This design comes from an exercise in tuning for small area, a short achievable clock period and few clock cycles on the open sky130 flow, not from production work. Function was checked by simulation only, so behaviour that the tests miss may differ from the original. The clock input has no modelled driver; a real chip could not lean on it and would need a root buffer or a full tree. Power is estimated from default activity; no workload was simulated.

## lcd_ctrl
module lcd_ctrl(clk, reset, datain, cmd, cmd_valid, dataout, output_valid, busy);
Settings: LEC_CHECK=0, ABC_AREA=1, ABC_CLOCK_PERIOD_IN_PS=2000, CAP_MARGIN=20, CORE_MARGIN=2, CORE_UTILIZATION=40, SETUP_SLACK_MARGIN=3.3, SLEW_MARGIN=20; clock period 5.5 ns.
standard.sh (not shown) runs the stock make flow with config.mk's settings and CLKGATE_MAP_FILE= SYNTH_SCRIPT=/design/flow/synth_recipe.tcl, a recipe that flattens the netlist after the stock synthesis.
==> flow/flow/run.sh <==
#!/bin/bash
set -euo pipefail
export CTS_ARGS="-sink_clustering_enable -repair_clock_nets -dont_use_dummy_load -buf_list sky130_fd_sc_hd__clkbuf_16 -sink_clustering_size 26 -sink_clustering_max_diameter 200 -sink_buffer_max_cap_derate 0.12"
export BUFFER_PORTS_ARGS="-buffer_cell sky130_fd_sc_hd__buf_2"
export POST_CTS_TCL="$(pwd)/flow/post_cts.tcl"
bash standard.sh > standard.log 2>&1
==> flow/flow/post_cts.tcl <==
set block [ord::get_db_block]
set clknet [[$block findBTerm clk] getNet]
set roots {}
foreach it [$clknet getITerms] { lappend roots [$it getInst] }
if {[llength $roots] == 1} {
  set root [lindex $roots 0]
  set onet [[$root findITerm X] getNet]
  set loads {}
  foreach it [$onet getITerms] {
    if {[$it getInst] != $root} { lappend loads $it }
  }
  if {[llength $loads] <= 4} {
    puts "post_cts: removing clock root buffer [$root getName], [llength $loads] loads move to the clock port"
    foreach it $loads { $it disconnect; $it connect $clknet }
    odb::dbInst_destroy $root
    odb::dbNet_destroy $onet
    estimate_parasitics -placement
    repair_timing_helper
    detailed_placement
    check_placement -verbose
  }
}
The first run finished with timing, DRC and antenna clean.
Testbench counts at the start, summed over its fixed seeds: cycles 12,034.
Edit:
ABC_AREA = unset   (was 1)
PLACE_DENSITY = 0.75   (was unset)
SETUP_SLACK_MARGIN = 3.5   (was 3.3)
Result:
- clock skew is lower by 0.0062 ns
- design area is higher slightly
- combinational power is lower by roughly a tenth
- setup slack gets worse by 0.018 ns
- power is lower slightly
- cell count is lower by about a fifth
- wire length is lower by roughly a tenth
Edit:
ABC_AREA = 1   (was unset)
PLACE_DENSITY = unset   (was 0.75)
SETUP_SLACK_MARGIN = 3.65   (was 3.5)
After rerunning: The changed run ran to the end with no violations; final area grows by about 2%; wire length grows by 17%; setup slack gains 0.13 ns; combinational power grows by 14%; critical path depth shrinks by 5; via count grows by about 21%; clock power hardly moves; global-route usage grows by 1.9 points.
Edit:
ABC_AREA = unset   (was 1)
SETUP_SLACK_MARGIN = 3.5   (was 3.65)
Maximum frequency drops by 4.7%.
Non-clock buffer count is lower by 10.
Clock power hardly moves.
Count of clock-buffer cells in the layout stays the same.
Setup slack gets worse by 0.094 ns.
Edit:
==> flow/flow/run.sh (replaced) <==
#!/bin/bash
set -euo pipefail
export CTS_ARGS="-sink_clustering_enable -repair_clock_nets -dont_use_dummy_load -buf_list sky130_fd_sc_hd__clkbuf_16 -sink_clustering_size 30 -sink_clustering_max_diameter 200 -sink_buffer_max_cap_derate 0.12"
export BUFFER_PORTS_ARGS="-buffer_cell sky130_fd_sc_hd__buf_2"
export POST_CTS_TCL="$(pwd)/flow/post_cts.tcl"
bash standard.sh > standard.log 2>&1
CORE_UTILIZATION = 55   (was 40)
Clock skew falls by 0.017 ns.
Combinational power barely changes.
Global-route usage grows by 3.7 points.
Total power came out lower by about 2%.
Hold slack improved by 0.013 ns.
Edit:
==> flow/flow/run.sh (replaced) <==
#!/bin/bash
set -euo pipefail
export CTS_ARGS="-sink_clustering_enable -repair_clock_nets -dont_use_dummy_load -buf_list sky130_fd_sc_hd__clkbuf_16 -sink_clustering_size 30 -sink_clustering_max_diameter 200 -sink_buffer_max_cap_derate 0.12"
export BUFFER_PORTS_ARGS="-buffer_cell sky130_fd_sc_hd__buf_2"
bash standard.sh > standard.log 2>&1
CORE_UTILIZATION = 40   (was 55)
removed: flow/flow/post_cts.tcl
- die area climbs by well over a third
- non-clock buffer count stays the same
- routed wire length rose by a few percent
- final area is higher slightly
- sequential power is about the same
- sequential share of layout area drops by 0.89 points


== run X ==
Another version of the RTL of lcd_ctrl (not shown whole).
Size in the first run: about 630 cells after synthesis, about 330 flip-flops, about 24 I/O pins, ~8700 um^2 of cells after synthesis.
==> flow/config.mk <==
export PLATFORM = sky130hd
export DESIGN_NAME = lcd_ctrl
export DESIGN_NICKNAME = lcd_ctrl
export VERILOG_FILES = /design/flow/design.v
export SDC_FILE = /design/flow/constraint.sdc
export NUM_CORES = 4
export LEC_CHECK = 0
export CAP_MARGIN = 20
export CORE_MARGIN = 2
export CORE_UTILIZATION = 40
export SETUP_SLACK_MARGIN = 0.2
export SLEW_MARGIN = 20
==> flow/constraint.sdc <==
create_clock -name core_clock -period 5.5 [get_ports {clk}]
set_input_delay 1.1000 -clock core_clock [delete_from_list [all_inputs] [get_ports {clk}]]
set_output_delay 1.1000 -clock core_clock [all_outputs]
set_load 0.01 [all_outputs]
run.sh (not shown) runs the stock make flow with config.mk's settings and CLKGATE_MAP_FILE= SYNTH_SCRIPT=/design/flow/synth_recipe.tcl, a recipe that flattens the netlist after the stock synthesis.
Stock flow here: none of the scripts above is used.
Testbench counts of run X, summed over its fixed seeds: cycles 12,106.
For run Y, these inputs were changed with respect to run X:
Settings: CTS_BUF_LIST: unset -> sky130_fd_sc_hd__clkbuf_8; CTS_CLUSTER_SIZE: unset -> 30.
### Flow results
Initial antenna violation count came out exactly the same in run X and run Y. On timing-limited maximum frequency, run X and run Y are neck and neck. Run X and run Y ended up with nearly the same data arrival time of the critical path. Between run X and run Y, the difference in synthesized area is negligible. Taking run X as the reference point, the combinational power share of run Y rises by 0.3 points. There was hardly any difference in post-route setup TNS between run X and run Y. Compare run X and run Y | leakage power total lower: run X. In run Y relative to run X, via count had gone up by a few percent. Against run X, run Y comes in 6.3 ps lower on final critical-path required period. In terms of utilization, run X and run Y differ only marginally. Compared with run X, run Y shows a count of clock-buffer cells in the layout that is 18 higher.


lcd_ctrl, a different RTL version from the one above (not shown whole).
Size: ~24 I/O pins, roughly 8200 um^2 of cells after synthesis.
clock: 5.5 ns
lec_check: 0
abc_area: 1
abc_clock_period_in_ps: 2000
cap_margin: 20
core_margin: 2
core_utilization: 40
setup_slack_margin: 3.6
slew_margin: 20
standard.sh (not shown) runs the stock make flow with config.mk's settings and CLKGATE_MAP_FILE= SYNTH_SCRIPT=/design/flow/synth_recipe.tcl, a recipe that flattens the netlist after the stock synthesis.
==> flow/flow/run.sh <==
#!/bin/bash
set -euo pipefail
export CTS_ARGS="-sink_clustering_enable -repair_clock_nets -dont_use_dummy_load -buf_list sky130_fd_sc_hd__clkbuf_8 -sink_clustering_size 13 -sink_clustering_max_diameter 200 -sink_buffer_max_cap_derate 0.12"
export BUFFER_PORTS_ARGS="-buffer_cell sky130_fd_sc_hd__buf_2"
export POST_CTS_TCL="$(pwd)/flow/post_cts.tcl"
bash standard.sh > standard.log 2>&1
==> flow/flow/post_cts.tcl <==
set block [ord::get_db_block]
set clknet [[$block findBTerm clk] getNet]
set roots {}
foreach it [$clknet getITerms] { lappend roots [$it getInst] }
if {[llength $roots] == 1} {
  set root [lindex $roots 0]
  set onet [[$root findITerm X] getNet]
  set loads {}
  foreach it [$onet getITerms] {
    if {[$it getInst] != $root} { lappend loads $it }
  }
  if {[llength $loads] <= 4} {
    puts "post_cts: removing clock root buffer [$root getName], [llength $loads] loads move to the clock port"
    foreach it $loads { $it disconnect; $it connect $clknet }
    odb::dbInst_destroy $root
    odb::dbNet_destroy $onet
    set mids {}
    foreach it [$clknet getITerms] { lappend mids [$it getInst] }
    set n [llength $mids]
    foreach mid $mids {
      if {$n >= 4} break
      set mnet [[$mid findITerm X] getNet]
      set sinks {}
      foreach it [$mnet getITerms] {
        if {[$it getInst] != $mid} {
          set bb [[$it getInst] getBBox]
          lappend sinks [list [expr {[$bb xMin] + [$bb yMin] * 0}] $it]
        }
      }
      if {[llength $sinks] < 4} continue
      # order the loads by x, and give the half farther from the buffer to a copy
      set sinks [lsort -integer -index 0 $sinks]
      set half [expr {[llength $sinks] / 2}]
      set lo [lrange $sinks 0 [expr {$half - 1}]]
      set hi [lrange $sinks $half end]
      set name "[$mid getName]_b"
      set new [odb::dbInst_create $block [$mid getMaster] $name]
      set nnet [odb::dbNet_create $block "${name}_net"]
      $nnet setSigType CLOCK
      # place the copy at the centre of its loads
      set sx 0; set sy 0
      foreach s $hi { set bb [[[lindex $s 1] getInst] getBBox]; incr sx [$bb xMin]; incr sy [$bb yMin] }
      $new setLocation [expr {$sx / [llength $hi]}] [expr {$sy / [llength $hi]}]
      $new setPlacementStatus PLACED
      [$new findITerm A] connect $clknet
      [$new findITerm X] connect $nnet
      foreach s $hi { set it [lindex $s 1]; $it disconnect; $it connect $nnet }
      # move the original to the centre of the loads it keeps
      set sx 0; set sy 0
      foreach s $lo { set bb [[[lindex $s 1] getInst] getBBox]; incr sx [$bb xMin]; incr sy [$bb yMin] }
      $mid setLocation [expr {$sx / [llength $lo]}] [expr {$sy / [llength $lo]}]
      incr n
      puts "post_cts: split [$mid getName]: [llength $lo] + [llength $hi] loads"
    }
    detailed_placement
    estimate_parasitics -placement
    repair_timing_helper
    detailed_placement
    check_placement -verbose
  }
}
Testbench counts at the start, summed over its fixed seeds: cycles 12,034.
Change:
==> flow/flow/run.sh (replaced) <==
#!/bin/bash
set -euo pipefail
export CTS_ARGS="-sink_clustering_enable -repair_clock_nets -dont_use_dummy_load -buf_list sky130_fd_sc_hd__clkbuf_8 -sink_clustering_size 16 -sink_clustering_max_diameter 200 -sink_buffer_max_cap_derate 0.12"
export BUFFER_PORTS_ARGS="-buffer_cell sky130_fd_sc_hd__buf_2"
export POST_CTS_TCL="$(pwd)/flow/post_cts.tcl"
bash standard.sh > standard.log 2>&1
--- a/flow/flow/post_cts.tcl
+++ b/flow/flow/post_cts.tcl
@@ -53,4 +53,10 @@
       puts "post_cts: split [$mid getName]: [llength $lo] + [llength $hi] loads"
     }
+    # the port's loads: strong clock buffers
+    set big [[ord::get_db] findMaster sky130_fd_sc_hd__clkbuf_16]
+    foreach it [$clknet getITerms] {
+      set inst [$it getInst]
+      if {[[$inst getMaster] getName] != "sky130_fd_sc_hd__clkbuf_16"} { $inst swapMaster $big }
+    }
     detailed_placement
     estimate_parasitics -placement
- CORE_UTILIZATION: 40 -> 50
=> The changed run passed the timing, design-rule and antenna checks; register-to-register slack degrades by 0.06 ns; area after synthesis does not change; worst setup slack improves by 0.0069 ns; fmax climbs by 0.37%; sequential power barely changes.

port drivers added, routing unchanged:
No port has a modelled driver above. Below, the same layouts with a new extraction and two added sets of constraints.
Step 1 (the two cells are an assumption about what drives the block):
set clk [get_ports {clk}]
set_driving_cell -lib_cell sky130_fd_sc_hd__clkbuf_16 $clk
set_driving_cell -lib_cell sky130_fd_sc_hd__buf_2 [delete_from_list [all_inputs] $clk]
Step 2 moves the port delays by t, midway between the first and last clock arrival at a register: inputs arrive t later, outputs are due t later. That takes back most of the time a late clock gives input paths.
Slacks: ideal / step 1 / step 2; pairs: ideal / step 1.
run	t, ns	setup WS [ns]	worst setup path at the end	clock arrival spread, ns	pins driven straight from the clock port
the first run of note 1	0.396	3.486 / 3.486 / 3.230	input to register	0.048 / 0.048	2
the second run of note 1	0.400	3.468 / 3.463 / 3.063	input to register	0.042 / 0.042	2
the third run of note 1	0.389	3.595 / 3.538 / 3.391	input to register	0.044 / 0.045	2
the fourth run of note 1	0.385	3.501 / 3.524 / 3.139	input to register	0.045 / 0.045	2
the fifth run of note 1	0.388	3.491 / 3.496 / 3.108	input to register	0.029 / 0.030	2
the sixth run of note 1	0.509	3.457 / 3.415 / 3.066	input to register	0.027 / 0.026	1
run X	0.579	1.074 / 1.093 / 0.514	input to register	0.017 / 0.017	1
run Y	0.580	1.081 / 1.096 / 0.516	input to register	0.021 / 0.020	1
the first run of note 3	0.395	3.630 / 3.555 / 3.317	input to register	0.032 / 0.033	4
the second run of note 3	0.384	3.637 / 3.553 / 3.326	input to register	0.027 / 0.027	4
After both steps setup and hold are still met in every run listed. The setup slack of run Y, which loses most, moves by +0.015 ns with the drivers and by -0.565 ns with both steps.
